Context: an optimization exercise on an open-source flow, tuned for small area, a short achievable clock period and few clock cycles per item. The choices shown serve that exercise and are no tape-out recipe. Function was not checked in any run shown here: the RTL went through the layout flow alone. Power and IR drop assume default switching activity.

===== flow/flow/run.sh =====
#!/bin/bash
# Standard ORFS layout, but the port buffers are small sky130 buf_1 cells
# instead of the delay buffers buffer_ports picks by default.
set -euo pipefail
export BUFFER_PORTS_ARGS="-buffer_cell sky130_fd_sc_hd__buf_1"
bash standard.sh > standard.log 2>&1

===== flow/standard.sh =====
#!/bin/bash
# synth_recipe.tcl (not shown) runs the flow's synth.tcl, then flattens the netlist and writes it again
# the make line also repeats each setting of config.mk as NAME=value (left out here)
make -C /OpenROAD-flow-scripts/flow DESIGN_CONFIG=/design/flow/config.mk WORK_HOME=/design/flow/orfs CLKGATE_MAP_FILE= SYNTH_SCRIPT=/design/flow/synth_recipe.tcl "${@:-finish}"

===== flow/config.mk =====
export PLATFORM = sky130hd
export DESIGN_NAME = axi4l_slv_top
export DESIGN_NICKNAME = axi4l_slv_top
export VERILOG_FILES = /design/flow/design.v
export SDC_FILE = /design/flow/constraint.sdc
export NUM_CORES = 4
export LEC_CHECK = 0
export ABC_AREA = 1
export CAP_MARGIN = 20
export CORE_MARGIN = 2
export CORE_UTILIZATION = 40
export SETUP_SLACK_MARGIN = 1.4
export SLEW_MARGIN = 20

===== flow/constraint.sdc =====
create_clock -name core_clock -period 3.0 [get_ports {aclk}]
set_input_delay 0.6000 -clock core_clock [delete_from_list [all_inputs] [get_ports {aclk}]]
set_output_delay 0.6000 -clock core_clock [all_outputs]
set_load 0.01 [all_outputs]

===== flow/design.v =====
`timescale 1 ns / 1 ps
`default_nettype none
module axi4l_slv_top #(
    parameter int ADDR_WIDTH = 12,
    parameter int DATA_WIDTH = 32
) (
    input var                     aclk,
    input var                     aresetn,
    input var  [  ADDR_WIDTH-1:0] s_axi_awaddr,
    input var  [             2:0] s_axi_awprot,
    input var                     s_axi_awvalid,
    output var                    s_axi_awready,
    input var  [  DATA_WIDTH-1:0] s_axi_wdata,
    input var  [DATA_WIDTH/8-1:0] s_axi_wstrb,
    input var                     s_axi_wvalid,
    output var                    s_axi_wready,
    output var [             1:0] s_axi_bresp,
    output var                    s_axi_bvalid,
    input var                     s_axi_bready,
    input var  [  ADDR_WIDTH-1:0] s_axi_araddr,
    input var  [             2:0] s_axi_arprot,
    input var                     s_axi_arvalid,
    output var                    s_axi_arready,
    output var [  DATA_WIDTH-1:0] s_axi_rdata,
    output var [             1:0] s_axi_rresp,
    output var                    s_axi_rvalid,
    input var                     s_axi_rready,
    output var                    irq_reg_irq,
    input var                     reg_irq_bit0,
    output var [            31:0] reg_a_b,
    input var  [            31:0] reg_c_d
);
  logic b_free, wr_hs;
  logic bvalid_q, berr_q;
  assign b_free = !bvalid_q || s_axi_bready;
  assign s_axi_awready = s_axi_wvalid && b_free;
  assign s_axi_wready = s_axi_awvalid && b_free;
  assign wr_hs = s_axi_awvalid && s_axi_wvalid && b_free;
  logic [9:0] wa;
  logic wa_lo;   
  assign wa = s_axi_awaddr[11:2];
  assign wa_lo = (wa[9:4] == 6'd0);
  logic wr_trap, wr_mask, wr_force, wr_trig, wr_a, wr_ok;
  assign wr_trap = wr_hs && wa_lo && (wa[3:0] == 4'd1);
  assign wr_mask = wr_hs && wa_lo && (wa[3:0] == 4'd2);
  assign wr_force = wr_hs && wa_lo && (wa[3:0] == 4'd3);
  assign wr_trig = wr_hs && wa_lo && (wa[3:0] == 4'd5);
  assign wr_a = wr_hs && wa_lo && (wa[3:0] == 4'd8);
  assign wr_ok = wa_lo && (wa[3:0] <= 4'd5 || wa[3:0] == 4'd8);
  always_ff @(posedge aclk) begin
    if (!aresetn) bvalid_q <= 1'b0;
    else if (wr_hs) bvalid_q <= 1'b1;
    else if (s_axi_bready) bvalid_q <= 1'b0;
  end
  always_ff @(posedge aclk) begin
    if (b_free) berr_q <= !wr_ok;
  end
  assign s_axi_bvalid = bvalid_q;
  assign s_axi_bresp = {berr_q, berr_q};
  logic trap_q, mask_q, trig_q, irq_in_q;
  logic [31:0] a_q;
  logic irq_event;
  always_ff @(posedge aclk) irq_in_q <= reg_irq_bit0;
  assign irq_event = reg_irq_bit0 && (!trig_q || !irq_in_q);
  always_ff @(posedge aclk) begin
    if (!aresetn) trap_q <= 1'b0;
    else
      trap_q <= (trap_q && !(wr_trap && !s_axi_wdata[0])) || (wr_force && s_axi_wdata[0]) ||
          irq_event;
  end
  always_ff @(posedge aclk) begin
    if (!aresetn) mask_q <= 1'b0;
    else if (wr_mask) mask_q <= s_axi_wdata[0];
  end
  always_ff @(posedge aclk) begin
    if (!aresetn) trig_q <= 1'b0;
    else if (wr_trig) trig_q <= s_axi_wdata[0];
  end
  logic a_ld, a_keep;
  assign a_ld = wr_a && aresetn;
  assign a_keep = !wr_a && aresetn;
  always_ff @(posedge aclk) a_q <= ({32{a_ld}} & s_axi_wdata) | ({32{a_keep}} & a_q);
  assign reg_a_b = a_q;
  assign irq_reg_irq = trap_q && mask_q;
  logic rvalid_q, rerr_q, r_free;
  logic [31:0] rdata_q;
  assign r_free = !rvalid_q || s_axi_rready;
  assign s_axi_arready = r_free;
  logic [9:0] ra;
  logic ra_lo;
  assign ra = s_axi_araddr[11:2];
  assign ra_lo = (ra[9:4] == 6'd0);
  logic ra_ok, rd_a, rd_c;
  assign ra_ok = ra_lo && (ra[3:0] <= 4'd5 || ra[3:0] == 4'd8 || ra[3:0] == 4'd9);
  assign rd_a = ra_lo && (ra[3:0] == 4'd8);
  assign rd_c = ra_lo && (ra[3:0] == 4'd9);
  logic rd_bit0;
  always_comb begin
    case (ra[3:0])
      4'd0: rd_bit0 = trap_q && mask_q;
      4'd1: rd_bit0 = trap_q;
      4'd2: rd_bit0 = mask_q;
      4'd4: rd_bit0 = irq_in_q;
      4'd5: rd_bit0 = trig_q;
      4'd8: rd_bit0 = a_q[0];
      4'd9: rd_bit0 = reg_c_d[0];
      default: rd_bit0 = 1'b0;
    endcase
  end
  always_ff @(posedge aclk) begin
    if (!aresetn) rvalid_q <= 1'b0;
    else if (r_free) rvalid_q <= s_axi_arvalid;
  end
  logic ld_a, ld_c, r_keep;
  assign ld_a = r_free && rd_a;
  assign ld_c = r_free && rd_c;
  assign r_keep = !r_free;
  always_ff @(posedge aclk) begin
    rdata_q[31:1] <= ({31{ld_a}} & a_q[31:1]) | ({31{ld_c}} & reg_c_d[31:1]) |
        ({31{r_keep}} & rdata_q[31:1]);
    rdata_q[0] <= (r_free && ra_lo && rd_bit0) || (r_keep && rdata_q[0]);
    rerr_q <= (r_free && !ra_ok) || (r_keep && rerr_q);
  end
  assign s_axi_rvalid = rvalid_q;
  assign s_axi_rdata = rdata_q;
  assign s_axi_rresp = {rerr_q, rerr_q};
endmodule
`default_nettype wire

==> results of run 1 <==
## cells by family (layout without fill, tap and decap cells)
| logic type | after synthesis | in the layout | synth area share, % |
|---|---|---|---|
| simple gates | 278 | 282 | 42.62 |
| compound gates | 13 | 13 | 2.440 |
| buf+inv | 45 | 214 | 7.442 |
| flops | 72 | 72 | 47.50 |
## repair_timing
item,CTS,global route
cloned,2,2
pin swaps,4,5
setup buffers,5,8
endpoints found under the setup margin,66,67
resized for setup,5,12
## per-stage QoR
stage	cells	worst slack [ns]	cell area, um^2
final	680	1.420	4163
after global routing	680	1.382	4163
after detailed placement	648	0.8027	3737
after CTS	670	1.169	4058
after floorplan	408	1.407	3092
after global placement	648	0.8114	3737
## per-layer routing
metal  track usage, %  vias to the layer above
met3            4.848                       15
met5                0                        -
met2            35.36                      133
met4            9.453                        0
li1                 -                     1691
met1            26.25                     1539
## registers in the layout, summed over array words and instances, names as in the netlist, named ones only
name and flops:
a_q 32, berr_q 1, bvalid_q 1, irq_in_q 1
mask_q 1, rdata_q 32, rvalid_q 1, trap_q 1
trig_q 1
## area by class of cell
class / count / area (um^2) / share of cell area [%]
repair buffers: 183 / 803.3 / 19.30
clock buffers: 11 / 162.7 / 3.907
inverters: 16 / 60.06 / 1.443
clock inverters: 4 / 73.82 / 1.773
multi-input cells: 295 / 1473 / 35.38
well taps: 99 / 123.9 / 2.976
flip-flops and latches: 72 / 1466 / 35.23
## power by group through the flow
stage	Sequential (uW)	Combinational (uW)	Clock [uW]
floorplan	988	49.6	0
global placement	987	119	0
detailed placement	988	119	0
CTS	965	123	925
global route	966	145	959
finish	966	130	905
## cells in the final DEF, fill, tap and decap left out, types with 2 or more instances in the layout
cell	Yosys	routed
buf_12	0	3
dfxtp_1	70	66
edfxtp_1	2	2
nor2_1	14	14
buf_1	3	161
nand2_2	12	12
nor3_4	0	3
clkbuf_8	0	10
inv_2	2	4
buf_4	4	15
o21ai_0	3	3
buf_2	15	2
a21oi_1	6	6
nor3_1	2	2
inv_1	14	12
nor2_4	1	6
dfxtp_2	0	4
bufinv_16	0	2
nand2_1	107	107
nand3_1	131	131
## worst paths after layout
kind | from | endpoint | cells past startpoint
max | rvalid_q | s_axi_arready | 4
min | reg_irq_bit0 | irq_in_q | 1
max reg2reg | rvalid_q | rdata_q[30] | 6
min reg2reg | rdata_q[0] | rdata_q[0] | 2
==> impl_metrics.json, run 1 <==
{
  "status": "complete, no violations",
  "drt_first_pass_iters": 4,
  "crit_fanout": 2,
  "synth_nets": 514,
  "wl_mm": 9.494,
  "via_per_inst": 4.968,
  "post-route-drc-count": 0,
  "die_area_um2": 8409,
  "synth_cells": 408,
  "hpwl_mm": 5.935,
  "cts-root-buf": "clkbuf_8",
  "report.power.total_uw": 2001,
  "ant_nets": 0,
  "grt_pass1_vias": 2994,
  "gp_congestion": 0.7990,
  "p_per_area_nw_per_um2": 480.7,
  "holdWs_ns": 0.3721,
  "rrSetupSlack_ns": 1.70,
  "syn_area_per_cell_um2": 7.541,
  "synth.distinct_cells": 28,
  "num-fill-cells": 762,
  "drt-met1-wl_mm": 4.010,
  "cpMostUsedCell": "inv_2",
  "antenna_cells": 0,
  "setup_viol": 0,
  "fmax_mhz": 632.7,
  "synth_edf_count": 2,
  "path_delay_family": "flip-flops",
  "worstSetupStartpointType": "flip-flop",
  "p_sw_uw": 448.9,
  "cts_tree": "built",
  "cts_num_sinks": 72,
  "wl_met2_mm": 4.558,
  "power_frac_comb_pct": 6.5,
  "clockBufferDepth": 2,
  "slowest_delay_ns": 0.34,
  "io_pins": 180,
  "synth_area_um2": 3077,
  "p_sw_share_pct": 22.43,
  "async_flop_share_pct": 0,
  "synth_area_leaders": "dfxtp_1 46%, nand3_1 21%, nand2_1 13%, buf_2 2.4%, nand2_2 2.4%",
  "cellLeakagePower_uw": 0.001759,
  "max_slew.worst_pin.slew_ns": 0.4921,
  "synth_top_area_share_pct": 45.55,
  "fin_crit_ns": 1.580,
  "cp_cell_sequence": "inv_2, nor2_4, inv_2, buf_6",
  "start_util_pct": 41.75,
  "grt_pass1_wl_mm": 14.28,
  "hold_buffers": 0,
  "clock_skew_ns": 0.009715,
  "num_rows": 31,
  "grt_usage_pct": 21.25,
  "io_buffer_count": 165,
  "crit_slowest_cell": "dfxtp_2",
  "max_cap_viol_count": 0,
  "antenna_found_initial": 0,
  "yosys.area.top_type": "dfxtp_1",
  "endpoint_kind": "output port",
  "cp.required_ns": 2.40,
  "seqPwrFrac_pct": 48.3,
  "hold_path.class": "in2reg",
  "coreArea_um2": 7370,
  "tns_ns": 0,
  "drive_above_1_share_pct": 12.22,
  "drt_iter0_markers": 113,
  "fin_crit_sh_pct": 52.68,
  "crit_buf_inv": 3,
  "vias": 3378,
  "clkSlewWorstSetupHoldPaths_ns": 0.08,
  "drv_slew": 0,
  "wl_per_cell_um": 13.96,
  "h-tree-depth": 3,
  "grt_overflow": 0,
  "hold_viol_final": 0,
  "fp.dieW_um": 91.70,
  "area_growth_pct": 35.30,
  "synth-main-ff-cell": "dfxtp_1",
  "arrival_ns": 0.98,
  "ir_drop_v": 0.0002396,
  "yosysWarningCount": 1,
  "max_slew_margin_pct": 67.16,
  "crit_type": "reg2out",
  "fin_nets": 683,
  "clock_power_share_pct": 45.2,
  "clock_latency_ns": 0.34,
  "synth-seq-cells": 72,
  "grt_max_degree": 36,
  "synth_common_cells": "131 x nand3_1, 107 x nand2_1, 70 x dfxtp_1",
  "wl_met3_um": 734,
  "cts_buffers": 9,
  "synth.most_common_cell": "nand3_1",
  "post-route-util_pct": 56.49,
  "synth-seq-area-share_pct": 47.50,
  "rsz0062_at_grt": "yes",
  "p_int_uw": 1552,
  "top_layer_used": "met4",
  "die_h_um": 91.70
}
==> run 2, diff against run 1 <==
--- a/flow/config.mk
+++ b/flow/config.mk
@@ -6,5 +6,4 @@
 export NUM_CORES = 4
 export LEC_CHECK = 0
-export ABC_AREA = 1
 export CAP_MARGIN = 20
 export CORE_MARGIN = 2
==> impl_metrics.json, run 2 <==
{
  "reg_top3": "a_q: 32 flops, rdata_q: 32 flops",
  "antenna_found_initial": 0,
  "start_util_pct": 40.69,
  "synth-main-ff-cell": "dfxtp_1",
  "mostFrequentLayoutCells": "160 x buf_1, 67 x dfxtp_1, 37 x nand2_1, 35 x a21oi_1, 34 x nand4_1",
  "crit_slowest_cell": "or4_4",
  "die_h_um": 91.97,
  "rsz0062_at_grt": "yes",
  "wl_mm": 10.04,
  "synth_edf_count": 2,
  "fmax_mhz": 516.0,
  "grt_pass1_wl_mm": 14.95,
  "hold_path.class": "in2reg",
  "drt_first_pass_iters": 4,
  "vias": 3412,
  "fin_nets": 646,
  "cellLeakagePower_uw": 0.001656,
  "synth-seq-area-share_pct": 47.21,
  "setup.worst_path.start": "s_axi_awaddr[7]",
  "grt_overflow": 0,
  "cts_buffers": 9,
  "setup_viol": 0,
  "synth.most_common_cell": "dfxtp_1",
  "fin_crit_sh_pct": 64.60,
  "syn_area_per_cell_um2": 8.622,
  "max_slew_margin_pct": 60.07,
  "synth_nets": 465,
  "grt_max_degree": 22,
  "drt_iter0_markers": 124,
  "cts_num_sinks": 72,
  "yosysWarningCount": 1,
  "io_buffer_count": 165,
  "hold_buffers": 0,
  "synth-seq-cells": 72,
  "antenna_cells": 0,
  "report.power.total_uw": 1887,
  "h-tree-depth": 3,
  "cp.required_ns": 3.23,
  "p_per_area_nw_per_um2": 407.3,
  "hold_viol_final": 0,
  "status": "complete, no violations",
  "io_pins": 180,
  "path_delay_family": "simple AND/OR/NAND/NOR gates",
  "yosys.area.top_type": "dfxtp_1",
  "arrival_ns": 2.17,
  "post-route-drc-count": 0,
  "synth_area_leaders": "dfxtp_1 45%, mux2i_1 10%, o21ai_0 8.1%, nand4_1 6.9%, a21oi_1 6.3%",
  "coreArea_um2": 7607,
  "grt_pass1_vias": 3074,
  "tns_ns": 0,
  "grt_usage_pct": 22.45,
  "cp_cell_sequence": "buf_1, or4_4, nor4b_4, buf_4, a31oi_1, o31a_1",
  "fin_crit_ns": 1.938,
  "slowest_delay_ns": 0.54,
  "crit_fanout": 4,
  "endpoint_kind": "flip-flop",
  "synth_common_cells": "70 x dfxtp_1, 50 x o21ai_0, 39 x a21oi_1",
  "wl_per_cell_um": 15.52,
  "drv_slew": 0,
  "hpwl_mm": 6.441,
  "async_flop_share_pct": 0,
  "crit_buf_inv": 2,
  "reg2reg_from": "bvalid_q",
  "synth_cells": 359,
  "synth.distinct_cells": 38,
  "synth_area_um2": 3095,
  "max_cap_viol_count": 0,
  "clock_skew_ns": 0.009431,
  "ir_drop_v": 0.0002177,
  "ant_nets": 0,
  "cts_tree": "built",
  "cts-root-buf": "clkbuf_8",
  "worstSetupStartpointType": "primary input",
  "hp-start": "reg_irq_bit0",
  "clkSlewWorstSetupHoldPaths_ns": 0.08,
  "die_area_um2": 8458,
  "area_growth_pct": 49.68,
  "via_per_inst": 5.274,
  "final_common_cell": "buf_1",
  "max_slew.worst_pin.slew_ns": 0.5953,
  "crit_type": "in2reg",
  "gp_congestion": 0.7813,
  "drive_above_1_share_pct": 20.55,
  "num_rows": 32,
  "clockBufferDepth": 2,
  "clock_latency_ns": 0.34,
  "synth_top_area_share_pct": 45.27,
  "fp.dieW_um": 91.97
}
==> run 2: cell count changes after synthesis, moves of 4 or more <==
cell,previous run,this run
a21oi_1,6,39
nand2_1,107,37
mux2i_1,0,31
nand4_1,1,34
inv_1,14,6
buf_2,15,4
nand2_2,12,0
nor3_1,2,6
nand3_1,131,2
o21ai_0,3,50
clkbuf_1,4,26
nor2_1,14,4
o21ai_1,0,16
==> run 2: path summary, 6_finish.rpt <==
check        depth (start not counted)          end  slack [ns]
max reg2reg                          8       trap_q        1.34
max                                  6       trap_q        1.06
min reg2reg                          2  rdata_q[25]        0.45
min                                  1     irq_in_q        0.40
==> run 2: timing repair <==
action / in CTS / in global routing
setup buffers: 12 / 6
pin swaps: 8 / 9
endpoints found under the hold margin: 0 / 0
endpoints found under the setup margin: 71 / 71
gates resized for setup: 34 / 37
gates cloned: 4 / 3
==> run 2: logic make-up after synthesis <==
group | after synthesis | share of synthesized area (%)
multiplexers | 31 | 10.02
flip-flops | 72 | 47.21
AO/OA/AOI/OAI | 114 | 19.20
buffers and inverters | 42 | 5.740
AND/OR/NAND/NOR | 100 | 17.83
==> run 2: metal layers <==
| layer | vias to the layer above | global-route usage (%) | wire [um] |
|---|---|---|---|
| met2 | 125 | 38.05 | 5038 |
| met1 | 1608 | 28.28 | 4283 |
| met4 | 0 | 7.214 | 114 |
| met5 | - | 0 | 0 |
| met3 | 10 | 5.177 | 608 |
| li1 | 1669 | - | - |
==> run 2: where the power goes <==
part           internal (uW)  switching (uW)
combinational           79.6             102
sequential               962            2.59
clock                    352             388
==> run 2: cell type report <==
type | count | area, um^2
fill | 708 | 2974
sequential | 72 | 1468
clock inverter | 6 | 41.29
inverter | 8 | 32.53
multi-input combinational | 245 | 1648
tap | 102 | 127.6
timing repair buffer | 204 | 1167
clock buffer | 10 | 148.9
==> run 2: stage by stage <==
| step | setup slack (ns) | util [%] | hold WS [ns] | instances | instance area, um^2 |
|---|---|---|---|---|---|
| 6_report | 1.062 | 60.90 | 0.3989 | 647 | 4633 |
| 2_1_floorplan | 0.8478 | - | 0.4615 | 359 | 3163 |
| 4_1_cts | 1.140 | 57.19 | 0.3668 | 638 | 4350 |
| 5_1_grt | 1.012 | 60.90 | 0.3719 | 647 | 4633 |
| 3_5_place_dp | 0.4950 | 50.39 | 0.4413 | 606 | 3834 |
| 3_3_place_gp | 0.5439 | 50.39 | 0.4345 | 606 | 3834 |
==> run 3, diff against run 2 <==
--- a/flow/config.mk
+++ b/flow/config.mk
@@ -6,4 +6,5 @@
 export NUM_CORES = 4
 export LEC_CHECK = 0
+export ABC_CLOCK_PERIOD_IN_PS = 1000
 export CAP_MARGIN = 20
 export CORE_MARGIN = 2
==> impl_metrics.json, run 3 <==
{
  "synth-main-ff-cell": "dfxtp_1",
  "antenna_cells": 0,
  "cellLeakagePower_uw": 0.001656,
  "coreArea_um2": 7607,
  "arrival_ns": 2.17,
  "wl_per_cell_um": 15.52,
  "synth_nets": 465,
  "rsz0062_at_grt": "yes",
  "power_frac_comb_pct": 9.6,
  "endpoint_kind": "flip-flop",
  "clock_power_share_pct": 39.2,
  "hold_path.class": "in2reg",
  "io_buffer_count": 165,
  "drv_slew": 0,
  "fin_crit_sh_pct": 64.60,
  "synth.distinct_cells": 38,
  "synth_area_um2": 3095,
  "grt_usage_pct": 22.45,
  "fmax_mhz": 516.0,
  "grt_pass1_vias": 3074,
  "max_cap_viol_count": 0,
  "clock_latency_ns": 0.34,
  "cp.required_ns": 3.23,
  "io_pins": 180,
  "start_util_pct": 40.69,
  "fin_crit_ns": 1.938,
  "fp.dieW_um": 91.97,
  "cts_buffers": 9,
  "die_area_um2": 8458,
  "mostFrequentLayoutCells": "160 x buf_1, 67 x dfxtp_1, 37 x nand2_1, 35 x a21oi_1, 34 x nand4_1",
  "grt_max_degree": 22,
  "cts-root-buf": "clkbuf_8",
  "status": "complete, no violations",
  "max_slew.worst_pin.slew_ns": 0.5953,
  "p_sw_share_pct": 26.14,
  "async_flop_share_pct": 0,
  "die_h_um": 91.97,
  "via_per_inst": 5.274,
  "synth_common_cells": "70 x dfxtp_1, 50 x o21ai_0, 39 x a21oi_1",
  "seqPwrFrac_pct": 51.1,
  "rrSetupSlack_ns": 1.34,
  "clkSlewWorstSetupHoldPaths_ns": 0.08,
  "syn_area_per_cell_um2": 8.622,
  "hold_viol_final": 0,
  "grt_overflow": 0,
  "cts_num_sinks": 72,
  "clock_skew_ns": 0.009431,
  "num_rows": 32,
  "h-tree-depth": 3,
  "yosys.area.top_type": "dfxtp_1",
  "cts_tree": "built",
  "synth_edf_count": 2,
  "grt_pass1_wl_mm": 14.95,
  "area_growth_pct": 49.68,
  "reg_top3": "a_q: 32 flops, rdata_q: 32 flops",
  "hpwl_mm": 6.441,
  "synth_area_leaders": "dfxtp_1 45%, mux2i_1 10%, o21ai_0 8.1%, nand4_1 6.9%, a21oi_1 6.3%",
  "wl_mm": 10.04,
  "drt_first_pass_iters": 4,
  "crit_type": "in2reg",
  "worstSetupStartpointType": "primary input",
  "yosysWarningCount": 1,
  "max_slew_margin_pct": 60.07,
  "synth.most_common_cell": "dfxtp_1",
  "crit_fanout": 4,
  "synth-seq-cells": 72,
  "tns_ns": 0,
  "setup_viol": 0,
  "vias": 3412,
  "ant_nets": 0,
  "p_sw_uw": 493.3,
  "synth_cells": 359,
  "gp_congestion": 0.7813,
  "fin_nets": 646,
  "post-route-util_pct": 60.90,
  "p_int_uw": 1394,
  "final_common_cell": "buf_1",
  "ir_drop_v": 0.0002177,
  "synth-seq-area-share_pct": 47.21,
  "drt_iter0_markers": 124,
  "post-route-drc-count": 0,
  "antenna_found_initial": 0,
  "clockBufferDepth": 2,
  "synth_top_area_share_pct": 45.27,
  "drive_above_1_share_pct": 20.55,
  "p_per_area_nw_per_um2": 407.3
}
-- run 3: cell counts in the layout (fill, tap and decap cells not counted) --
No cell type changed its count.
-- run 3: power groups by stage --
stage / Clock, uW / Sequential, uW / Combinational [uW]
2_1_floorplan: 0 / 988 / 80.4
3_3_place_gp: 0 / 987 / 154
3_5_place_dp: 0 / 987 / 157
4_1_cts: 751 / 965 / 173
5_1_grt: 797 / 965 / 199
6_report: 741 / 965 / 182
-- run 3: metal layers --
| metal | GRT usage (%) | routed length, um | up-vias | share of wire [%] |
|---|---|---|---|---|
| met4 | 7.214 | 114 | 0 | 1.1 |
| met2 | 38.05 | 5038 | 125 | 50 |
| met5 | 0 | 0 | - | 0 |
| met1 | 28.28 | 4283 | 1608 | 43 |
| met3 | 5.177 | 608 | 10 | 6.1 |
| li1 | - | - | 1669 | - |
-- run 3: final timing paths --
check | endpoint | startpoint | depth (start not counted)
max | trap_q | s_axi_awaddr[7] | 6
min | irq_in_q | reg_irq_bit0 | 1
max reg2reg | trap_q | bvalid_q | 8
min reg2reg | rdata_q[25] | rdata_q[25] | 2
-- run 3: area by class of cell --
type,count,area [um^2]
Clock inverter,6,41.29
Tap cell,102,127.6
Inverter,8,32.53
Clock buffer,10,148.9
Timing Repair Buffer,204,1167
Fill cell,708,2974
Multi-Input combinational cell,245,1648
Sequential cell,72,1468
-- run 3: worst max-delay path, stage by stage --
cell and delay, ns:
buf_1 0.07, or4_4 0.54, nor4b_4 0.34, buf_4 0.22
a31oi_1 0.10, o31a_1 0.29
-- run 3: through the flow --
| step | power, uW | worst slack (ns) | hold slack (ns) | cells | area [um^2] |
|---|---|---|---|---|---|
| floorplan | 1068 | 0.8478 | 0.4615 | 359 | 3163 |
| global placement | 1142 | 0.5439 | 0.4345 | 606 | 3834 |
| detailed placement | 1145 | 0.4950 | 0.4413 | 606 | 3834 |
| CTS | 1889 | 1.140 | 0.3668 | 638 | 4350 |
| global route | 1960 | 1.012 | 0.3719 | 647 | 4633 |
| finish | 1887 | 1.062 | 0.3989 | 647 | 4633 |
-- run 3: kinds of logic (layout without fill, tap and decap cells) --
group	count (synthesis)	count (layout)	share of synthesized area (%)
buffers and inverters	42	228	5.740
and+or+nand+nor	100	100	17.83
AOI/OAI and AO/OA	114	114	19.20
DFF	72	72	47.21
muxes	31	31	10.02
-- run 3: repair_timing --
| item | in CTS | in global routing |
|---|---|---|
| hold endpoints to repair | 0 | 0 |
| hold buffers | 0 | 0 |
| gates cloned | 4 | 3 |
| setup endpoints to repair | 71 | 71 |
| resized for setup | 34 | 37 |
| pin swaps | 8 | 9 |
| setup buffers | 12 | 6 |
==> run 4, diff against run 3 <==
--- a/flow/config.mk
+++ b/flow/config.mk
@@ -6,4 +6,5 @@
 export NUM_CORES = 4
 export LEC_CHECK = 0
+export ABC_AREA = 1
 export ABC_CLOCK_PERIOD_IN_PS = 1000
 export CAP_MARGIN = 20
==> impl_metrics.json, run 4 <==
{
  "max_slew_margin_pct": 67.16,
  "synth-seq-area-share_pct": 47.50,
  "synth_area_leaders": "dfxtp_1 46%, nand3_1 21%, nand2_1 13%, buf_2 2.4%, nand2_2 2.4%",
  "synth.distinct_cells": 28,
  "wl_per_cell_um": 13.96,
  "die_area_um2": 8409,
  "cts-root-buf": "clkbuf_8",
  "fp.dieW_um": 91.70,
  "clock_skew_ns": 0.009715,
  "mostFrequentLayoutCells": "161 x buf_1, 131 x nand3_1, 107 x nand2_1, 66 x dfxtp_1, 15 x buf_4",
  "coreArea_um2": 7370,
  "fmax_mhz": 632.7,
  "grt_max_degree": 36,
  "drt_first_pass_iters": 4,
  "wl_mm": 9.494,
  "vias": 3378,
  "yosysWarningCount": 1,
  "max_cap_viol_count": 0,
  "drive_above_1_share_pct": 12.22,
  "io_pins": 180,
  "synth-main-ff-cell": "dfxtp_1",
  "crit_fanout": 2,
  "synth.most_common_cell": "nand3_1",
  "tns_ns": 0,
  "final_common_cell": "buf_1",
  "post-route-util_pct": 56.49,
  "drt_iter0_markers": 113,
  "h-tree-depth": 3,
  "endpoint_kind": "output port",
  "fin_crit_sh_pct": 52.68,
  "p_per_area_nw_per_um2": 480.7,
  "cts_num_sinks": 72,
  "grt_pass1_wl_mm": 14.28,
  "report.power.total_uw": 2001,
  "clock_latency_ns": 0.34,
  "num_rows": 31,
  "synth_common_cells": "131 x nand3_1, 107 x nand2_1, 70 x dfxtp_1",
  "synth_top_area_share_pct": 45.55,
  "reg_top3": "a_q: 32 flops, rdata_q: 32 flops",
  "grt_pass1_vias": 2994,
  "hold_path.class": "in2reg",
  "yosys.area.top_type": "dfxtp_1",
  "syn_area_per_cell_um2": 7.541,
  "gp_congestion": 0.7990,
  "grt_overflow": 0,
  "ant_nets": 0,
  "fin_nets": 683,
  "hpwl_mm": 5.935,
  "synth_area_um2": 3077,
  "postLayoutCellArea_um2": 4163,
  "dp_cells": 648,
  "cts_tree": "built",
  "ir_drop_v": 0.0002396,
  "hold_buffers": 0,
  "rrSetupSlack_ns": 1.70,
  "max_slew.worst_pin.slew_ns": 0.4921,
  "setup_viol": 0,
  "synth_cells": 408,
  "area_growth_pct": 35.30,
  "hold_viol_final": 0,
  "via_per_inst": 4.968,
  "rsz0062_at_grt": "yes",
  "synth-seq-cells": 72,
  "cellLeakagePower_uw": 0.001759,
  "status": "complete, no violations",
  "worstSetupStartpointType": "flip-flop",
  "clkSlewWorstSetupHoldPaths_ns": 0.08,
  "synth_edf_count": 2,
  "io_buffer_count": 165,
  "clockBufferDepth": 2,
  "antenna_found_initial": 0,
  "placed_area_um2": 3737,
  "drv_slew": 0,
  "fin_crit_ns": 1.580,
  "start_util_pct": 41.75,
  "cp.required_ns": 2.40,
  "final-instance-count-excl-fill": 680,
  "grt_usage_pct": 21.25,
  "async_flop_share_pct": 0,
  "cts_buffers": 9,
  "post-route-drc-count": 0,
  "crit_type": "reg2out",
  "antenna_cells": 0,
  "synth_nets": 514,
  "die_h_um": 91.70,
  "arrival_ns": 0.98
}
==> run 4: worst paths after layout <==
check / from / endpoint / cells after the start
max: rvalid_q / s_axi_arready / 4
min: reg_irq_bit0 / irq_in_q / 1
max reg2reg: rvalid_q / rdata_q[30] / 6
min reg2reg: rdata_q[0] / rdata_q[0] / 2
==> run 4: what timing repair did <==
| item | 4_1_cts | 5_1_grt |
|---|---|---|
| pin swaps | 4 | 5 |
| cloned | 2 | 2 |
| resized for setup | 5 | 12 |
| setup buffers | 5 | 8 |
| setup endpoints to repair | 66 | 67 |
==> run 4: through the flow <==
stage / worst slack [ns] / hold slack (ns)
after global placement: 0.8114 / 0.4393
after CTS: 1.169 / 0.3596
final: 1.420 / 0.3721
after floorplan: 1.407 / 0.4495
after global routing: 1.382 / 0.3740
after detailed placement: 0.8027 / 0.4475
==> run 4: power breakdown <==
part,switching (uW),internal [uW],leakage (uW)
registers,2.93,963,0.000582
logic,79.9,50.2,0.00106
clock network,366,539,0.000121
total,449,1550,0.00176
==> run 4: kinds of logic after synthesis <==
group | after synthesis | synth area share (%)
compound gates | 13 | 2.440
buf+inv | 45 | 7.442
simple gates | 278 | 42.62
flops | 72 | 47.50
==> run 4: cell type report <==
| class | instances | area, um^2 |
|---|---|---|
| clock buffers | 11 | 162.7 |
| clock inverters | 4 | 73.82 |
| fillers | 762 | 3207 |
| inverters | 16 | 60.06 |
| multi-input cells | 295 | 1473 |
| flip-flops and latches | 72 | 1466 |
| well taps | 99 | 123.9 |
| repair buffers | 183 | 803.3 |
==> run 4: routing by layer <==
| layer | vias up | wire length (um) | GRT usage (%) | share of wire [%] |
|---|---|---|---|---|
| met5 | - | 0 | 0 | 0 |
| met4 | 0 | 191 | 9.453 | 2.0 |
| met3 | 15 | 734 | 4.848 | 7.7 |
| met2 | 133 | 4558 | 35.36 | 48 |
| met1 | 1539 | 4010 | 26.25 | 42 |
| li1 | 1691 | - | - | - |
==> run 4: critical path, cell delays in order, from the launching register on <==
cell,delay [ns]
dfxtp_2,0.34
inv_2,0.04
nor2_4,0.10
inv_2,0.05
buf_6,0.11
==> run 5, diff against run 4 <==
--- a/flow/config.mk
+++ b/flow/config.mk
@@ -11,4 +11,4 @@
 export CORE_MARGIN = 2
 export CORE_UTILIZATION = 40
-export SETUP_SLACK_MARGIN = 1.4
+export SETUP_SLACK_MARGIN = 1.3
 export SLEW_MARGIN = 20
==> impl_metrics.json, run 5 <==
{
  "rsz0062_at_grt": "yes",
  "synth_common_cells": "131 x nand3_1, 107 x nand2_1, 70 x dfxtp_1",
  "clock_latency_ns": 0.34,
  "drive_above_1_share_pct": 9.266,
  "drt_first_pass_iters": 5,
  "h-tree-depth": 3,
  "yosysWarningCount": 1,
  "reg_top3": "a_q: 32 flops, rdata_q: 32 flops",
  "yosys.area.top_type": "dfxtp_1",
  "max_slew_margin_pct": 58.35,
  "crit_type": "in2out",
  "status": "complete, no violations",
  "synth_cells": 408,
  "final_common_cell": "buf_1",
  "max_slew.worst_pin.slew_ns": 0.6241,
  "fp.dieW_um": 91.70,
  "wl_mm": 9.192,
  "hpwl_mm": 6.052,
  "drv_slew": 0,
  "cp.required_ns": 2.40,
  "grt_usage_pct": 21.37,
  "synth-main-ff-cell": "dfxtp_1",
  "max_cap_viol_count": 0,
  "cts_buffers": 9,
  "synth_nets": 514,
  "worstSetupStartpointType": "primary input",
  "num_rows": 31,
  "syn_area_per_cell_um2": 7.541,
  "async_flop_share_pct": 0,
  "clock_skew_ns": 0.006252,
  "vias": 3308,
  "synth_edf_count": 2,
  "cts_tree": "built",
  "hold_path.class": "in2reg",
  "fin_nets": 674,
  "holdWs_ns": 0.3913,
  "fin_crit_ns": 1.636,
  "clockBufferDepth": 2,
  "setup_viol": 0,
  "tns_ns": 0,
  "synth_area_um2": 3077,
  "coreArea_um2": 7370,
  "cts-root-buf": "clkbuf_8",
  "die_h_um": 91.70,
  "fin_crit_sh_pct": 54.54,
  "cellLeakagePower_uw": 0.001696,
  "endpoint_kind": "output port",
  "synth_area_leaders": "dfxtp_1 46%, nand3_1 21%, nand2_1 13%, buf_2 2.4%, nand2_2 2.4%",
  "grt_pass1_vias": 3019,
  "grt_max_degree": 35,
  "ir_drop_v": 0.0002570,
  "synth_top_area_share_pct": 45.55,
  "p_per_area_nw_per_um2": 506.6,
  "io_buffer_count": 165,
  "wl_per_cell_um": 13.70,
  "die_area_um2": 8409,
  "ant_nets": 0,
  "mostFrequentLayoutCells": "164 x buf_1, 131 x nand3_1, 107 x nand2_1, 69 x dfxtp_1",
  "hold_viol_final": 0,
  "grt_pass1_wl_mm": 14.47,
  "drt_iter0_markers": 139,
  "start_util_pct": 41.75,
  "antenna_cells": 0,
  "grt_overflow": 0,
  "synth-seq-cells": 72,
  "fmax_mhz": 611.2,
  "area_growth_pct": 32.66,
  "io_pins": 180,
  "arrival_ns": 1.04,
  "antenna_found_initial": 0,
  "post-route-drc-count": 0,
  "synth-seq-area-share_pct": 47.50,
  "cts_num_sinks": 72,
  "synth.most_common_cell": "nand3_1",
  "crit_fanout": 3,
  "gp_congestion": 0.8373,
  "clkSlewWorstSetupHoldPaths_ns": 0.07,
  "synth.distinct_cells": 28,
  "via_per_inst": 4.930
}
run 5: cell families after synthesis:
| logic type | after synthesis | synth area share [%] |
|---|---|---|
| simple gates | 278 | 42.62 |
| compound gates | 13 | 2.440 |
| buf+inv | 45 | 7.442 |
| flops | 72 | 47.50 |
run 5: final timing paths:
check	startpoint	end	slack, ns	depth (start not counted)
setup / recovery	s_axi_bready	s_axi_wready	1.36	4
hold / removal	reg_irq_bit0	irq_in_q	0.39	1
hold reg to reg	rdata_q[0]	rdata_q[0]	0.46	2
setup reg to reg	bvalid_q	a_q[0]	1.47	8
run 5: through the flow:
stage          cell area, um^2  std cells  setup WS (ns)  power [uW]  util [%]
4_1_cts                   4048        669          1.322        2088     54.92
5_1_grt                   4081        671          1.296        2151     55.38
3_3_place_gp              3740        650         0.8087        1106     50.75
2_1_floorplan             3085        408          1.364        1037         -
6_report                  4081        671          1.364        2068     55.38
3_5_place_dp              3740        650         0.7801        1106     50.75
run 5: layout make-up:
cell class	instances	area, um^2
multi-input cells	294	1453
clock inverters	4	98.84
fillers	755	3288
repair buffers	175	720.7
clock buffers	11	162.7
well taps	99	123.9
inverters	16	60.06
flip-flops and latches	72	1463
run 5: critical path: stages:
cell and delay, ns:
buf_1 0.08, inv_2 0.05, a21boi_0 0.14, buf_1 0.16
run 5: per-layer routing:
metal	part of all wire [%]	global-route usage (%)	vias to the layer above
li1	-	-	1682
met4	0.50	4.851	0
met3	7.4	5.834	4
met2	49	36.70	131
met1	43	26.78	1491
met5	0	0	-
run 5: power breakdown:
part           switching (uW)  total [uW]  internal [uW]
clock                     355         978            623
sequential               2.49         965            963
combinational            78.3         124           46.0
total                     436        2070           1630
run 5: what timing repair did:
| action | in CTS | in global routing |
|---|---|---|
| cloned | 1 | 2 |
| pin swaps | 2 | 3 |
| endpoints found under the hold margin | 0 | 0 |
| gates resized for setup | 0 | 4 |
| buffers inserted | 3 | 0 |
| setup endpoints to repair | 33 | 51 |
| hold buffers | 0 | 0 |
==> run 6, diff against run 5 <==
--- a/flow/config.mk
+++ b/flow/config.mk
@@ -7,8 +7,7 @@
 export LEC_CHECK = 0
 export ABC_AREA = 1
-export ABC_CLOCK_PERIOD_IN_PS = 1000
 export CAP_MARGIN = 20
 export CORE_MARGIN = 2
 export CORE_UTILIZATION = 40
-export SETUP_SLACK_MARGIN = 1.3
+export SETUP_SLACK_MARGIN = 1.2
 export SLEW_MARGIN = 20
==> impl_metrics.json, run 6 <==
{
  "arrival_ns": 1.07,
  "crit_fanout": 3,
  "setup_viol": 0,
  "synth-main-ff-cell": "dfxtp_1",
  "synth-seq-cells": 72,
  "cts_num_sinks": 72,
  "fp.dieW_um": 91.70,
  "mostFrequentLayoutCells": "164 x buf_1, 131 x nand3_1, 107 x nand2_1, 70 x dfxtp_1",
  "final-instance-count-excl-fill": 669,
  "clkSlewWorstSetupHoldPaths_ns": 0.07,
  "cp.required_ns": 2.40,
  "fin_nets": 672,
  "post-route-util_pct": 54.09,
  "final_common_cell": "buf_1",
  "hpwl_mm": 5.830,
  "reg_top3": "a_q: 32 flops, rdata_q: 32 flops",
  "io_buffer_count": 165,
  "worstSetupStartpointType": "flip-flop",
  "io_pins": 180,
  "start_util_pct": 41.75,
  "ant_nets": 0,
  "num-fill-cells": 760,
  "synth_area_leaders": "dfxtp_1 46%, nand3_1 21%, nand2_1 13%, buf_2 2.4%, nand2_2 2.4%",
  "clock_skew_ns": 0.01047,
  "hold_viol_final": 0,
  "grt_pass1_wl_mm": 13.95,
  "grt_max_degree": 63,
  "layout_setup_ws_ns": 1.328,
  "vias": 3255,
  "die_area_um2": 8409,
  "synth_common_cells": "131 x nand3_1, 107 x nand2_1, 70 x dfxtp_1",
  "fin_crit_sh_pct": 55.75,
  "syn_area_per_cell_um2": 7.541,
  "status": "complete, no violations",
  "yosysWarningCount": 1,
  "drive_above_1_share_pct": 8.596,
  "tns_ns": 0,
  "async_flop_share_pct": 0,
  "synth.distinct_cells": 28,
  "ir_drop_v": 0.0003345,
  "cellLeakagePower_uw": 0.001655,
  "drv_slew": 0,
  "synth.most_common_cell": "nand3_1",
  "area_growth_pct": 29.56,
  "dpl_worst_slack_ns": 0.7691,
  "via_per_inst": 4.865,
  "synth_cells": 408,
  "gp_congestion": 0.7640,
  "cts_tree": "built",
  "num_rows": 31,
  "max_slew_margin_pct": 60.02,
  "max_slew.worst_pin.slew_ns": 0.5997,
  "fmax_mhz": 597.9,
  "wl_per_cell_um": 12.99,
  "post-route-drc-count": 0,
  "cts_buffers": 9,
  "clock_latency_ns": 0.34,
  "max_cap_viol_count": 0,
  "coreArea_um2": 7370,
  "h-tree-depth": 3,
  "grt_pass1_vias": 2917,
  "crit_type": "reg2out",
  "antenna_found_initial": 0,
  "synth-seq-area-share_pct": 47.50,
  "endpoint_kind": "output port",
  "antenna_cells": 0,
  "yosys.area.top_type": "dfxtp_1",
  "grt_overflow": 0,
  "clockBufferDepth": 2,
  "synth_nets": 514,
  "drt_first_pass_iters": 6,
  "cts-root-buf": "clkbuf_8",
  "synth_edf_count": 2,
  "die_h_um": 91.70,
  "hold_path.class": "in2reg",
  "drt_iter0_markers": 125,
  "grt_usage_pct": 20.65,
  "rsz0062_at_grt": "no",
  "dp_cells": 649,
  "wl_mm": 8.691,
  "fin_crit_ns": 1.672,
  "synth_area_um2": 3077,
  "p_per_area_nw_per_um2": 456.7,
  "synth_top_area_share_pct": 45.55
}
## run 6: cell type report
type | count | area, um^2 | area share, %
Clock inverter | 5 | 57.56 | 1.444
Sequential cell | 72 | 1461 | 36.66
Timing Repair Buffer | 175 | 720.7 | 18.08
Clock buffer | 10 | 127.6 | 3.201
Multi-Input combinational cell | 292 | 1435 | 36.00
Tap cell | 99 | 123.9 | 3.107
Inverter | 16 | 60.06 | 1.507
## run 6: per-layer routing
metal / wire, um / vias to the layer above / share of wire (%) / global-route usage (%)
met2: 4040 / 121 / 46 / 33.15
met5: 0 / - / 0 / 0
met3: 617 / 12 / 7.1 / 4.601
met4: 167 / 0 / 1.9 / 8.706
li1: - / 1668 / - / -
met1: 3866 / 1454 / 44 / 26.80
## run 6: power breakdown
part           internal, uW  total (uW)  switching [uW]
Combinational          45.1         120            75.0
Sequential              963         965            2.59
Clock                   380         735             355
## run 6: logic make-up after synthesis
| group | Yosys count | share of synthesized area [%] |
|---|---|---|
| AO/OA/AOI/OAI | 13 | 2.440 |
| buffers and inverters | 45 | 7.442 |
| flip-flops | 72 | 47.50 |
| AND/OR/NAND/NOR | 278 | 42.62 |
## run 6: critical path, stage by stage, from the launching register on
cell and delay (ns):
dfxtp_1 0.34, inv_1 0.07, nor2_4 0.12, inv_1 0.09, buf_1 0.13
## run 6: path summary, 6_finish.rpt
| kind | startpoint | to | slack, ns | cells after the start |
|---|---|---|---|---|
| setup / recovery | rvalid_q | s_axi_arready | 1.33 | 4 |
| hold / removal | reg_irq_bit0 | irq_in_q | 0.38 | 1 |
| setup reg to reg | bvalid_q | a_q[6] | 1.48 | 8 |
| hold reg to reg | rdata_q[0] | rdata_q[0] | 0.47 | 2 |
## run 6: timing repair
item | in CTS | in global routing
endpoints found under the setup margin | 32 | 23
setup buffers | 2 | 2
pin swaps | 1 | 3
resized for setup | 0 | 2
cloned | 1 | 0
hold buffers | 0 | 0
## run 6: metrics by stage
stage	power [uW]	hold slack, ns	area [um^2]
6_report	1821	0.3813	3986
5_1_grt	1899	0.3786	3986
4_1_cts	1841	0.3729	3956
3_5_place_dp	1104	0.4533	3720
3_3_place_gp	1104	0.4393	3720
2_1_floorplan	1036	0.4495	3078
==> run 7, diff against run 6 <==
--- a/flow/config.mk
+++ b/flow/config.mk
@@ -10,4 +10,4 @@
 export CORE_MARGIN = 2
 export CORE_UTILIZATION = 40
-export SETUP_SLACK_MARGIN = 1.2
+export SETUP_SLACK_MARGIN = 1.5
 export SLEW_MARGIN = 20
==> impl_metrics.json, run 7 <==
{
  "endpoint_kind": "output port",
  "synth_edf_count": 2,
  "min_delay_path_depth": 1,
  "arrival_ns": 1.08,
  "setup_viol": 0,
  "synth-main-ff-cell": "dfxtp_1",
  "grt_overflow": 0,
  "grt_max_degree": 34,
  "cp.required_ns": 2.40,
  "crit_slowest_cell": "dfxtp_2",
  "wl_mm": 10.19,
  "hold_buffers": 0,
  "die_area_um2": 8409,
  "p_sw_uw": 456.6,
  "drv_slew": 0,
  "path_delay_family": "flip-flops",
  "drt_first_pass_iters": 4,
  "fmax_mhz": 593.5,
  "p_per_area_nw_per_um2": 446.9,
  "crit_buf_inv": 4,
  "rsz0062_at_grt": "yes",
  "wl_per_cell_um": 14.77,
  "max_cap_viol_count": 0,
  "clockBufferDepth": 2,
  "synth_top_area_share_pct": 45.55,
  "clock_latency_ns": 0.34,
  "fin_crit_ns": 1.685,
  "yosys.area.top_type": "dfxtp_1",
  "synth_common_cells": "131 x nand3_1, 107 x nand2_1, 70 x dfxtp_1",
  "synth-seq-area-share_pct": 47.50,
  "ant_nets": 0,
  "synth_nets": 514,
  "grt_usage_pct": 23.65,
  "power_frac_comb_pct": 7.6,
  "max_slew.worst_pin.slew_ns": 0.5344,
  "gp_congestion": 0.7838,
  "fin_crit_sh_pct": 56.17,
  "clock_power_share_pct": 44.1,
  "via_per_inst": 5.007,
  "status": "complete, no violations",
  "crit_fanout": 2,
  "post-route-drc-count": 0,
  "coreArea_um2": 7370,
  "async_flop_share_pct": 0,
  "mostFrequentLayoutCells": "134 x buf_1, 130 x nand3_1, 93 x nand2_1, 65 x dfxtp_1, 26 x clkbuf_2",
  "synth.distinct_cells": 28,
  "synth-seq-cells": 72,
  "hold_path.class": "in2reg",
  "final_common_cell": "buf_1",
  "clock_skew_ns": 0.01226,
  "postLayoutCellArea_um2": 4472,
  "h-tree-depth": 3,
  "tns_ns": 0,
  "hpwl_mm": 5.948,
  "num-fill-cells": 722,
  "reg_top3": "a_q: 32 flops, rdata_q: 32 flops",
  "placed_area_um2": 3735,
  "cts-root-buf": "clkbuf_8",
  "grt_pass1_vias": 3197,
  "synth.most_common_cell": "nand3_1",
  "fin_nets": 693,
  "cellLeakagePower_uw": 0.002016,
  "synth_area_um2": 3077,
  "vias": 3455,
  "clkSlewWorstSetupHoldPaths_ns": 0.08,
  "multi_input_area_um2": 1573,
  "max_slew_margin_pct": 64.33,
  "io_pins": 180,
  "cts_num_sinks": 72,
  "yosysWarningCount": 1,
  "grt_pass1_wl_mm": 15.75,
  "die_h_um": 91.70,
  "syn_area_per_cell_um2": 7.541,
  "fp.dieW_um": 91.70,
  "drive_above_1_share_pct": 21.15,
  "cts_tree": "built",
  "rr_worst_depth": 8,
  "io_buffer_count": 165,
  "hold_viol_final": 0,
  "drt_iter0_markers": 120,
  "cts_buffers": 9,
  "antenna_cells": 0,
  "seqPwrFrac_pct": 48.3,
  "slowest_delay_ns": 0.35,
  "synth_cells": 408,
  "seq_area_um2": 1470,
  "cp_cell_sequence": "inv_2, nor2_4, buf_12, inv_4, buf_6",
  "antenna_found_initial": 0,
  "crit_type": "reg2out",
  "area_growth_pct": 45.34,
  "synth_area_leaders": "dfxtp_1 46%, nand3_1 21%, nand2_1 13%, buf_2 2.4%, nand2_2 2.4%",
  "start_util_pct": 41.75,
  "worstSetupStartpointType": "flip-flop",
  "worst-path-stages": 5,
  "num_rows": 31,
  "p_int_uw": 1542,
  "ir_drop_v": 0.0002202,
  "dp_cells": 649,
  "p_sw_share_pct": 22.85,
  "final-instance-count-excl-fill": 690
}
## run 7: cell counts after synthesis
No cell type changed its count.
## run 7: cells by family after synthesis
family | synth area share, %
flops | 47.50
buf+inv | 7.442
compound gates | 2.440
simple gates | 42.62
## run 7: layout make-up
| cell class | instances | area share (%) |
|---|---|---|
| Clock buffer | 11 | 3.414 |
| Clock inverter | 4 | 1.707 |
| Inverter | 16 | 1.399 |
| Multi-Input combinational cell | 295 | 35.17 |
| Sequential cell | 72 | 32.88 |
| Tap cell | 99 | 2.770 |
| Timing Repair Buffer | 193 | 22.66 |
## run 7: power by group through the flow
stage	clock, uW	combinational [uW]	sequential [uW]
3_5_place_dp	0	118	988
5_1_grt	932	166	966
6_report	881	152	966
2_1_floorplan	0	50.4	988
3_3_place_gp	0	118	988
4_1_cts	895	141	966
## run 7: final timing paths
kind                                    from             to  slack [ns]
worst max register to register      bvalid_q         a_q[1]        1.65
worst max-delay path                rvalid_q  s_axi_arready        1.32
worst min-delay path            reg_irq_bit0       irq_in_q        0.38
worst min register to register    rdata_q[0]     rdata_q[0]        0.45
## run 7: through the flow
step	hold slack, ns	setup slack [ns]	total power (uW)	util, %
after CTS	0.3685	1.312	2002	57.56
after floorplan	0.4495	1.433	1039	-
after global placement	0.4385	0.8079	1106	50.68
final	0.3751	1.315	1999	60.68
after global routing	0.3845	1.273	2064	60.68
after detailed placement	0.4390	0.7972	1106	50.68
## run 7: routing by layer
layer	up-vias	share of wire [%]	routed length [um]	global-route usage, %
met3	13	5.7	577	4.108
met4	0	1.9	189	7.960
li1	1711	-	-	-
met1	1618	42	4298	29.62
met5	-	0	0	0
met2	113	50	5123	41.18
## run 7: timing repair
action                                  in CTS  in global routing
gates cloned                                 5                  1
buffers inserted                            16                  4
pin swaps                                    8                  6
hold endpoints to repair                     0                  0
resized for setup                           19                 60
endpoints found under the setup margin      69                 93
==> run 8, diff against run 7 <==
--- a/flow/config.mk
+++ b/flow/config.mk
@@ -10,4 +10,4 @@
 export CORE_MARGIN = 2
 export CORE_UTILIZATION = 40
-export SETUP_SLACK_MARGIN = 1.5
+export SETUP_SLACK_MARGIN = 1.6
 export SLEW_MARGIN = 20
==> impl_metrics.json, run 8 <==
{
  "status": "complete, no violations",
  "drt_first_pass_iters": 4,
  "setup.worst_path.start": "s_axi_awvalid",
  "arrival_ns": 0.99,
  "rsz0062_at_grt": "yes",
  "grt_overflow": 0,
  "hpwl_mm": 5.809,
  "rrSetupSlack_ns": 1.47,
  "grt_usage_pct": 24.30,
  "hold_path.class": "in2reg",
  "clockBufferDepth": 2,
  "p_sw_uw": 467.4,
  "start_util_pct": 41.75,
  "p_int_uw": 1623,
  "num_rows": 31,
  "power_frac_comb_pct": 7.1,
  "synth_cells": 408,
  "clock_skew_ns": 0.01060,
  "yosysWarningCount": 1,
  "synth_area_leaders": "dfxtp_1 46%, nand3_1 21%, nand2_1 13%, buf_2 2.4%, nand2_2 2.4%",
  "area_growth_pct": 71.98,
  "clock_power_share_pct": 46.7,
  "synth-seq-cells": 72,
  "async_flop_share_pct": 0,
  "crit_fanout": 2,
  "grt_max_degree": 34,
  "clkSlewWorstSetupHoldPaths_ns": 0.08,
  "post-route-drc-count": 0,
  "wl_mm": 10.68,
  "gp_congestion": 0.8066,
  "cts_num_sinks": 72,
  "cts_buffers": 9,
  "max_slew.worst_pin.slew_ns": 0.5610,
  "syn_area_per_cell_um2": 7.541,
  "fp.dieW_um": 91.70,
  "p_per_area_nw_per_um2": 395.1,
  "rr_worst_depth": 7,
  "synth_top_area_share_pct": 45.55,
  "post-route-util_pct": 71.80,
  "die_h_um": 91.70,
  "dpl_worst_slack_ns": 0.8154,
  "cts_tree": "built",
  "grt_pass1_wl_mm": 16.26,
  "grt_pass1_vias": 3319,
  "reg_top3": "a_q: 32 flops, rdata_q: 32 flops",
  "ir_drop_v": 0.0002425,
  "drv_slew": 0,
  "yosys.area.top_type": "dfxtp_1",
  "mostFrequentLayoutCells": "129 x nand3_1, 87 x nand2_1, 87 x buf_1, 69 x buf_6, 66 x dfxtp_2",
  "antenna_found_initial": 0,
  "antenna_cells": 0,
  "endpoint_kind": "output port",
  "hold_viol_final": 0,
  "synth_edf_count": 2,
  "drt_iter0_markers": 112,
  "ant_nets": 0,
  "p_sw_share_pct": 22.36,
  "h-tree-depth": 3,
  "via_per_inst": 4.993,
  "synth_area_um2": 3077,
  "synth-seq-area-share_pct": 47.50,
  "io_pins": 180,
  "tns_ns": 0,
  "holdWs_ns": 0.3824,
  "wl_per_cell_um": 14.75,
  "reg2reg_from": "rvalid_q",
  "synth.distinct_cells": 28,
  "layout_setup_ws_ns": 1.410,
  "max_slew_margin_pct": 62.56,
  "fin_nets": 727,
  "setup_viol": 0,
  "vias": 3615,
  "synth.most_common_cell": "nand3_1",
  "final_common_cell": "nand3_1",
  "fin_crit_sh_pct": 52.99,
  "worstSetupStartpointType": "primary input",
  "cp.required_ns": 2.40,
  "max_cap_viol_count": 0,
  "hold_buffers": 0,
  "seqPwrFrac_pct": 46.2,
  "cellLeakagePower_uw": 0.002479,
  "fmax_mhz": 629.0,
  "reg2reg_to": "rdata_q[24]",
  "cts-root-buf": "clkbuf_8",
  "die_area_um2": 8409,
  "synth_common_cells": "131 x nand3_1, 107 x nand2_1, 70 x dfxtp_1",
  "crit_type": "in2out",
  "endpoint": "s_axi_wready",
  "fin_crit_ns": 1.590,
  "drive_above_1_share_pct": 44.80,
  "coreArea_um2": 7370,
  "clock_latency_ns": 0.34,
  "synth-main-ff-cell": "dfxtp_1",
  "synth_nets": 514,
  "io_buffer_count": 165
}
[run 8: layer usage]
| metal | wire (um) | track usage [%] | share of wire (%) |
|---|---|---|---|
| met5 | 0 | 0 | 0 |
| met4 | 179 | 7.338 | 1.7 |
| met3 | 610 | 3.862 | 5.7 |
| met2 | 5433 | 42.10 | 51 |
| met1 | 4457 | 31.15 | 42 |
[run 8: logic make-up after synthesis]
group / synth area share, %
AND/OR/NAND/NOR: 42.62
flip-flops: 47.50
buffers and inverters: 7.442
AO/OA/AOI/OAI: 2.440
[run 8: how the worst min path moves through the flow]
stage                       endpoint  depth (start not counted)  slack (ns)         start
final                       irq_in_q                          1        0.38  reg_irq_bit0
after global routing        irq_in_q                          1        0.37  reg_irq_bit0
after CTS                   irq_in_q                          1        0.38  reg_irq_bit0
after detailed placement  rdata_q[0]                          2        0.44    rdata_q[0]
after global placement    rdata_q[0]                          2        0.44    rdata_q[0]
after floorplan               trig_q                          2        0.45        trig_q
[run 8: worst max-delay path: stages]
cell      delay (ns)
buf_1           0.10
a21boi_2        0.15
buf_2           0.13
[run 8: what timing repair did]
item / CTS / global route
gates resized for setup: 188 / 71
pin swaps: 8 / 18
endpoints found under the setup margin: 138 / 140
gates cloned: 6 / 0
buffers inserted: 43 / 10
[run 8: power by group through the flow]
stage / combinational, uW / clock (uW) / sequential [uW]
6_report: 149 / 977 / 965
5_1_grt: 162 / 1030 / 965
3_3_place_gp: 122 / 0 / 988
4_1_cts: 138 / 983 / 965
3_5_place_dp: 123 / 0 / 988
2_1_floorplan: 52.7 / 0 / 988
[run 8: final cells by class]
cell class,instances,area (um^2)
clock buffers,11,152.6
flip-flops and latches,72,1548
clock inverters,4,98.84
multi-input cells,296,1632
well taps,99,123.9
inverters,16,62.56
repair buffers,226,1674
fillers,580,2078
[run 8: through the flow]
step	std cells	power, uW	area [um^2]
after CTS	714	2086	4908
after global routing	724	2158	5291
final	724	2091	5291
after floorplan	408	1041	3126
after global placement	650	1110	3761
after detailed placement	650	1111	3761
==> run 9, diff against run 8 <==
--- a/flow/config.mk
+++ b/flow/config.mk
@@ -10,4 +10,5 @@
 export CORE_MARGIN = 2
 export CORE_UTILIZATION = 40
-export SETUP_SLACK_MARGIN = 1.6
+export SETUP_SLACK_MARGIN = 1.4
 export SLEW_MARGIN = 20
+export TNS_END_PERCENT = 100
==> impl_metrics.json, run 9 <==
{
  "via_per_inst": 4.968,
  "fin_crit_sh_pct": 52.68,
  "clkSlewWorstSetupHoldPaths_ns": 0.08,
  "cellLeakagePower_uw": 0.001759,
  "max_slew_margin_pct": 67.16,
  "grt_busiest_layer": "met2",
  "status": "complete, no violations",
  "synth_top_area_share_pct": 45.55,
  "grt_pass1_vias": 2994,
  "cts-root-buf": "clkbuf_8",
  "h-tree-depth": 3,
  "crit_slowest_cell": "dfxtp_2",
  "cp_cell_sequence": "inv_2, nor2_4, inv_2, buf_6",
  "setup_viol": 0,
  "coreArea_um2": 7370,
  "synth.most_common_cell": "nand3_1",
  "syn_area_per_cell_um2": 7.541,
  "wl_mm": 9.494,
  "synth_area_um2": 3077,
  "mostFrequentLayoutCells": "161 x buf_1, 131 x nand3_1, 107 x nand2_1, 66 x dfxtp_1, 15 x buf_4",
  "met1_usage_pct": 26.25,
  "endpoint_kind": "output port",
  "synth_edf_count": 2,
  "seq_area_um2": 1466,
  "io_buffer_count": 165,
  "synth.distinct_cells": 28,
  "fmax_mhz": 632.7,
  "synth_cells": 408,
  "drt_first_pass_iters": 4,
  "cts_num_sinks": 72,
  "synth_common_cells": "131 x nand3_1, 107 x nand2_1, 70 x dfxtp_1",
  "hold_viol_final": 0,
  "grt_pass1_wl_mm": 14.28,
  "grt_max_degree": 36,
  "drt_iter0_markers": 113,
  "grt_overflow": 0,
  "cp.required_ns": 2.40,
  "max_slew.worst_pin.slew_ns": 0.4921,
  "max_cap_viol_count": 0,
  "antenna_cells": 0,
  "synth_area_leaders": "dfxtp_1 46%, nand3_1 21%, nand2_1 13%, buf_2 2.4%, nand2_2 2.4%",
  "drive_above_1_share_pct": 12.22,
  "crit_buf_inv": 3,
  "io_pins": 180,
  "met2_usage_pct": 35.36,
  "synth-main-ff-cell": "dfxtp_1",
  "fp.dieW_um": 91.70,
  "arrival_ns": 0.98,
  "yosys.area.top_type": "dfxtp_1",
  "post-route-drc-count": 0,
  "clockBufferDepth": 2,
  "cts_tree": "built",
  "ir_drop_v": 0.0002396,
  "wl_per_cell_um": 13.96,
  "drv_slew": 0,
  "gp_congestion": 0.7990,
  "num-fill-cells": 762,
  "ant_nets": 0,
  "num_rows": 31,
  "reg_top3": "a_q: 32 flops, rdata_q: 32 flops",
  "final_common_cell": "buf_1",
  "crit_type": "reg2out",
  "yosysWarningCount": 1,
  "vias": 3378,
  "hold_path.class": "in2reg",
  "cts_buffers": 9,
  "p_per_area_nw_per_um2": 480.7,
  "async_flop_share_pct": 0,
  "tns_ns": 0,
  "worstSetupStartpointType": "flip-flop",
  "crit_fanout": 2,
  "grt_usage_pct": 21.25,
  "antenna_found_initial": 0,
  "rsz0062_at_grt": "yes",
  "area_growth_pct": 35.30,
  "start_util_pct": 41.75,
  "synth-seq-area-share_pct": 47.50,
  "die_h_um": 91.70,
  "clock_skew_ns": 0.009715,
  "clock_latency_ns": 0.34,
  "met3_usage_pct": 4.848,
  "die_area_um2": 8409,
  "slowest_delay_ns": 0.34,
  "synth_nets": 514,
  "path_delay_family": "flip-flops",
  "synth-seq-cells": 72,
  "multi_input_area_um2": 1473,
  "hpwl_mm": 5.935,
  "post-route-util_pct": 56.49,
  "fin_crit_ns": 1.580,
  "fin_nets": 683,
  "cpMostUsedCell": "inv_2"
}
==> run 9: cell counts after synthesis <==
Identical to the previous run, type by type.
==> run 9: final timing paths <==
| path | to | start | depth (start not counted) | slack, ns |
|---|---|---|---|---|
| max | s_axi_arready | rvalid_q | 4 | 1.42 |
| min | irq_in_q | reg_irq_bit0 | 1 | 0.37 |
| max reg2reg | rdata_q[30] | rvalid_q | 6 | 1.70 |
| min reg2reg | rdata_q[0] | rdata_q[0] | 2 | 0.45 |
==> run 9: kinds of logic (layout without fill, tap and decap cells) <==
group,after synthesis,after routing,synth area share [%]
DFF,72,72,47.50
and+or+nand+nor,278,282,42.62
AOI/OAI and AO/OA,13,13,2.440
buffers and inverters,45,214,7.442
==> run 9: report_power, final <==
group | leakage (uW) | switching (uW) | internal, uW | total (uW)
Sequential | 0.000582 | 2.93 | 963 | 966
Clock | 0.000121 | 366 | 539 | 905
Combinational | 0.00106 | 79.9 | 50.2 | 130
Total | 0.00176 | 449 | 1550 | 2000
==> run 9: what timing repair did <==
item / 4_1_cts / 5_1_grt
setup buffers: 5 / 8
endpoints found under the setup margin: 66 / 67
gates resized for setup: 5 / 12
cloned: 2 / 2
pin swaps: 4 / 5
hold buffers: 0 / 0
==> run 9: worst register-to-register path: stages (launching register included) <==
cell	delay, ns
dfxtp_2	0.34
inv_2	0.04
nor2_4	0.10
buf_4	0.20
buf_4	0.35
nand2_1	0.11
nand3_1	0.10
==> run 9: layer usage <==
| layer | part of all wire [%] | wire length (um) |
|---|---|---|
| met5 | 0 | 0 |
| met1 | 42 | 4010 |
| met4 | 2.0 | 191 |
| met2 | 48 | 4558 |
| met3 | 7.7 | 734 |
==> run 9: per-stage QoR <==
step                      worst slack, ns  instances  hold slack (ns)  instance area [um^2]  total power (uW)
final                               1.420        680           0.3721                  4163              2001
after global routing                1.382        680           0.3740                  4163              2070
after CTS                           1.169        670           0.3596                  4058              2013
after detailed placement           0.8027        648           0.4475                  3737              1107
after global placement             0.8114        648           0.4393                  3737              1106
after floorplan                     1.407        408           0.4495                  3092              1038
==> run 9: layout make-up <==
cell class / instances / share of cell area, %
repair buffers: 183 / 19.30
multi-input cells: 295 / 35.38
well taps: 99 / 2.976
clock buffers: 11 / 3.907
clock inverters: 4 / 1.773
flip-flops and latches: 72 / 35.23
inverters: 16 / 1.443
==> run 10, diff against run 9 <==
--- a/flow/config.mk
+++ b/flow/config.mk
@@ -7,4 +7,5 @@
 export LEC_CHECK = 0
 export ABC_AREA = 1
+export ABC_CLOCK_PERIOD_IN_PS = 1500
 export CAP_MARGIN = 20
 export CORE_MARGIN = 2
@@ -12,3 +13,2 @@
 export SETUP_SLACK_MARGIN = 1.4
 export SLEW_MARGIN = 20
-export TNS_END_PERCENT = 100
==> impl_metrics.json, run 10 <==
{
  "syn_area_per_cell_um2": 7.541,
  "crit_buf_inv": 3,
  "synth-seq-area-share_pct": 47.50,
  "clockBufferDepth": 2,
  "min_delay_path_depth": 1,
  "synth_top_area_share_pct": 45.55,
  "yosys.area.top_type": "dfxtp_1",
  "wl_per_cell_um": 13.96,
  "top_layer_used": "met4",
  "area_growth_pct": 35.30,
  "ir_drop_v": 0.0002396,
  "dpl_worst_slack_ns": 0.8027,
  "antenna_found_initial": 0,
  "crit_type": "reg2out",
  "reg_top3": "a_q: 32 flops, rdata_q: 32 flops",
  "fp.dieW_um": 91.70,
  "fmax_mhz": 632.7,
  "crit_slowest_cell": "dfxtp_2",
  "synth_edf_count": 2,
  "hp-start": "reg_irq_bit0",
  "grt_pass1_vias": 2994,
  "cts-root-buf": "clkbuf_8",
  "cp.required_ns": 2.40,
  "clock_skew_ns": 0.009715,
  "status": "complete, no violations",
  "clock_latency_ns": 0.34,
  "layout_setup_ws_ns": 1.420,
  "synth.distinct_cells": 28,
  "grt_overflow": 0,
  "multi_input_area_um2": 1473,
  "max_slew_margin_pct": 67.16,
  "io_buffer_count": 165,
  "worstSetupStartpointType": "flip-flop",
  "synth_nets": 514,
  "cpMostUsedCell": "inv_2",
  "wl_met3_um": 734,
  "grt_pass1_wl_mm": 14.28,
  "rr_worst_depth": 6,
  "reg2reg_to": "rdata_q[30]",
  "rsz0062_at_grt": "yes",
  "num-fill-cells": 762,
  "start_util_pct": 41.75,
  "hpwl_mm": 5.935,
  "setup_viol": 0,
  "die_h_um": 91.70,
  "io_pins": 180,
  "grt_usage_pct": 21.25,
  "max_slew.worst_pin.slew_ns": 0.4921,
  "drive_above_1_share_pct": 12.22,
  "post-route-drc-count": 0,
  "wl_met2_mm": 4.558,
  "p_per_area_nw_per_um2": 480.7,
  "grt_max_degree": 36,
  "antenna_cells": 0,
  "synth_area_um2": 3077,
  "seq_area_um2": 1466,
  "cts_tree": "built",
  "path_delay_family": "flip-flops",
  "rrSetupSlack_ns": 1.70,
  "drt_first_pass_iters": 4,
  "tns_ns": 0,
  "crit_fanout": 2,
  "fin_nets": 683,
  "async_flop_share_pct": 0,
  "fin_crit_sh_pct": 52.68,
  "num_rows": 31,
  "ant_nets": 0,
  "synth-seq-cells": 72,
  "slowest_delay_ns": 0.34,
  "yosysWarningCount": 1,
  "cts_num_sinks": 72
}
[run 10: metal layers]
layer  vias to the layer above  track usage, %
met5                         -               0
met4                         0           9.453
met3                        15           4.848
met2                       133           35.36
met1                      1539           26.25
li1                       1691               -
[run 10: layout make-up]
cell class | count | share of cell area [%]
Clock buffer | 11 | 3.907
Clock inverter | 4 | 1.773
Inverter | 16 | 1.443
Multi-Input combinational cell | 295 | 35.38
Sequential cell | 72 | 35.23
Tap cell | 99 | 2.976
Timing Repair Buffer | 183 | 19.30
[run 10: worst max path at each step]
| stage | from | cells past startpoint | slack, ns | to |
|---|---|---|---|---|
| final | rvalid_q | 4 | 1.42 | s_axi_arready |
| after global routing | rvalid_q | 4 | 1.38 | s_axi_arready |
| after CTS | rvalid_q | 4 | 1.17 | s_axi_arready |
| after detailed placement | s_axi_awaddr[5] | 7 | 0.80 | a_q[24] |
| after global placement | s_axi_awaddr[5] | 7 | 0.81 | a_q[31] |
| after floorplan | s_axi_rready | 3 | 1.41 | s_axi_arready |
[run 10: metrics by stage]
step	area [um^2]	cells	utilization (%)	power (uW)	hold slack, ns
final	4163	680	56.49	2001	0.3721
after global routing	4163	680	56.49	2070	0.3740
after CTS	4058	670	55.06	2013	0.3596
after detailed placement	3737	648	50.71	1107	0.4475
after global placement	3737	648	50.71	1106	0.4393
after floorplan	3092	408	-	1038	0.4495
[run 10: logic make-up after synthesis]
logic type	Yosys count	synth area share, %
flip-flops	72	47.50
buffers and inverters	45	7.442
AND/OR/NAND/NOR	278	42.62
AO/OA/AOI/OAI	13	2.440
[run 10: what timing repair did]
item	4_1_cts	5_1_grt
gates cloned	2	2
buffers inserted	5	8
endpoints found under the hold margin	0	0
pin swaps	4	5
endpoints found under the setup margin	66	67
gates resized for setup	5	12
[run 10: where the power goes]
part | leakage [uW] | switching [uW] | internal (uW)
Sequential | 0.000582 | 2.93 | 963
Clock | 0.000121 | 366 | 539
Combinational | 0.00106 | 79.9 | 50.2
Total | 0.00176 | 449 | 1550

Setup slack of run 10, layout unchanged: 1.420 ns with ideal ports, 1.386 ns with driving cells assumed (clock clkbuf_16, inputs buf_2), 1.137 ns with port delays also shifted by the 0.370 ns mid clock arrival.
